This is an optimization exercise on Yosys and OpenROAD, whose aim is small area, not a production implementation. The RTL was checked by simulation tests, not by an equivalence proof against the original design. Power and IR drop assume default switching activity.

==> flow/design.v (excerpt) <==
module mips_top (
		clock,
		reset,
		instr_data,
		me_ExtMemRdData,
		instr_addr,
		instr_en,
		me_ExtMemWrData,
		me_ExtMemAddr,
		me_ExtMemWrEn,
		me_ExtMemRdEn
	    );
Settings: LEC_CHECK=0, CAP_MARGIN=20, CORE_MARGIN=2, CORE_UTILIZATION=40, PLACE_DENSITY=0.62, SLEW_MARGIN=20, SYNTH_HIERARCHICAL=1; clock period 12.0 ns.
standard.sh (not shown) runs the stock make flow with config.mk's settings and CLKGATE_MAP_FILE= SYNTH_SCRIPT=/design/flow/synth_recipe.tcl, a recipe that flattens the netlist after the stock synthesis.
==> flow/flow/run.sh <==
#!/bin/bash
# Standard layout (the standard.sh) with two changes: the ports are
# buffered with the smallest buffer, and the clock tree uses larger sink
# clusters and no dummy loads.  Make's full output goes to flow_make.log;
# each ORFS step also keeps its own log under orfs/logs.
set -euo pipefail
bash standard.sh \
  BUFFER_PORTS_ARGS="-buffer_cell sky130_fd_sc_hd__buf_1" \
  CTS_ARGS="-sink_clustering_enable -repair_clock_nets -sink_clustering_size 26 -sink_clustering_max_diameter 90 -buf_list {sky130_fd_sc_hd__clkbuf_8 sky130_fd_sc_hd__clkbuf_16} -dont_use_dummy_load" \
  finish > flow_make.log 2>&1
The first run completed with no timing, DRC or antenna violations.
Change:
Settings changed: CORE_UTILIZATION 40 to 34, PLACE_DENSITY 0.62 to 0.55.
The changed run finished with timing, DRC and antenna clean; final cell count came out higher by about 5.6%; core utilization came out lower by 6.5 points; routed wire length came out higher by about 7%; die area came out higher by about 17%; clock power stays flat; area after synthesis does not change.
Change:
Settings changed: CORE_UTILIZATION 34 to 45, PLACE_DENSITY 0.55 to 0.68.
Result:
- The changed run ran to the end with no violations
- final cell count fell by roughly a tenth
- non-clock buffer count fell by 15
- final area fell slightly
- global-route usage rose by 6.4 points
- combinational power stays flat
- utilization rose by 12 points
- count of clock-buffer cells in the layout fell by 1
- wire length fell by a little under a tenth
- sequential share of layout area rose by 0.80 points
- total power fell slightly
Change:
Settings changed: CORE_UTILIZATION 45 to 34, GPL_TIMING_DRIVEN set to 0, PLACE_DENSITY 0.68 to 0.55.
The new run ran to the end with no violations.
Wire length grows by a little under a tenth.
Die area grows by a quarter to a third.
Sequential power stays flat.
Final cell count grows by roughly a tenth.
Worst setup slack gets worse by 0.44 ns.
Utilization shrinks by 10 points.
Combinational power grows by a few percent.
Clock-buffer cell count grows by 2.
Power grows slightly.
Cell area grows by a few percent.


Setup of exp/harbor:
mips_top again, from the RTL that the note above started with.
Settings: LEC_CHECK=0, CAP_MARGIN=20, CORE_MARGIN=2, CORE_UTILIZATION=52, PLACE_DENSITY=0.72, SLEW_MARGIN=20, SYNTH_HIERARCHICAL=1; clock period 12.0 ns.
Scripts as last shown in full above: flow/flow/run.sh
Modified inputs, exp/pepper compared to exp/harbor
--- a/flow/config.mk
+++ b/flow/config.mk
@@ -6,8 +6,8 @@
 export NUM_CORES = 4
 export LEC_CHECK = 0
-export CAP_MARGIN = 20
+export CAP_MARGIN = 5
 export CORE_MARGIN = 2
-export CORE_UTILIZATION = 52
-export PLACE_DENSITY = 0.72
-export SLEW_MARGIN = 20
+export CORE_UTILIZATION = 34
+export PLACE_DENSITY = 0.55
+export SLEW_MARGIN = 5
 export SYNTH_HIERARCHICAL = 1
Results
The sole clean run among exp/pepper and exp/harbor is exp/harbor.
Register-to-register slack for exp/pepper: 0.51 ns up relative to exp/harbor
Wire length of the first global-routing pass (higher): exp/pepper
The data required time of the worst path in exp/pepper sits 0.04 ns above the value recorded for exp/harbor.
Against exp/harbor, power in exp/pepper came out worse.
Comparing exp/pepper and exp/harbor, sequential share of layout area is lower on exp/pepper.
When exp/pepper is set beside exp/harbor, its sequential power share turns out to be 0.6 points smaller.
What exp/violet does differently from exp/pepper at the input level:
--- a/flow/config.mk
+++ b/flow/config.mk
@@ -6,8 +6,8 @@
 export NUM_CORES = 4
 export LEC_CHECK = 0
-export CAP_MARGIN = 5
+export CAP_MARGIN = 20
 export CORE_MARGIN = 2
-export CORE_UTILIZATION = 34
-export PLACE_DENSITY = 0.55
-export SLEW_MARGIN = 5
+export CORE_UTILIZATION = 30
+export PLACE_DENSITY = 0.5
+export SLEW_MARGIN = 20
 export SYNTH_HIERARCHICAL = 1
Notes after the runs:
exp/violet has completed all stages; timing, DRC and antenna checks passed. Diff exp/violet and exp/pepper: die area lower in exp/pepper. Taking exp/pepper as the reference, in exp/violet cell count increased about 6%, total routed wirelength increased about 6.6%, share of cell area taken by multi-input logic gates decreased 0.45 points. Relative slew slack: exp/violet higher than exp/pepper. exp/violet gives less met3 demand-to-capacity share in global routing than exp/pepper did. Relative to exp/pepper, maximum cell stage delay along the critical path decreased by 0.31 ns in exp/violet. Sort exp/violet and exp/pepper by number of non-clock buffers desc -> top: exp/violet. Going from exp/pepper to exp/violet, the slew at the pin closest to its max-slew limit was found to have gone down by 0.20 ns. The site row count of exp/violet exceeds that of exp/pepper by 10.

-- re-timing with driven ports --
Ports are ideal in the flow. The routed layouts listed here were re-timed in OpenROAD.
Step 1 assumes that a clkbuf_16 drives the clock port and a buf_2 every other input.
Step 2 adds t to the input delays and takes it off the output delays; t is the mean of the earliest and latest rising clock arrival at the registers after step 1. Input paths then give back, and output paths get back, about the clock's delay inside the block.
a / b / c = no drivers / after step 1 / after step 2; a / b = the first two.
run	shift t [ns]	slack for setup (ns)	hold WS [ns]
the first run of note 1	0.775	0.949 / 0.987 / 0.212	0.408 / 0.408 / 0.408
the second run of note 1	0.772	1.012 / 1.064 / 0.292	0.381 / 0.381 / 0.381
the third run of note 1	0.782	1.264 / 1.321 / 0.538	0.401 / 0.401 / 0.401
the fourth run of note 1	0.787	0.828 / 0.892 / 0.104	0.312 / 0.312 / 0.312
exp/harbor	0.782	1.132 / 1.185 / 0.402	0.404 / 0.404 / 0.404
exp/pepper	0.800	1.029 / 1.093 / 0.292	0.392 / 0.392 / 0.392
exp/violet	0.762	1.100 / 1.161 / 0.398	0.402 / 0.402 / 0.402
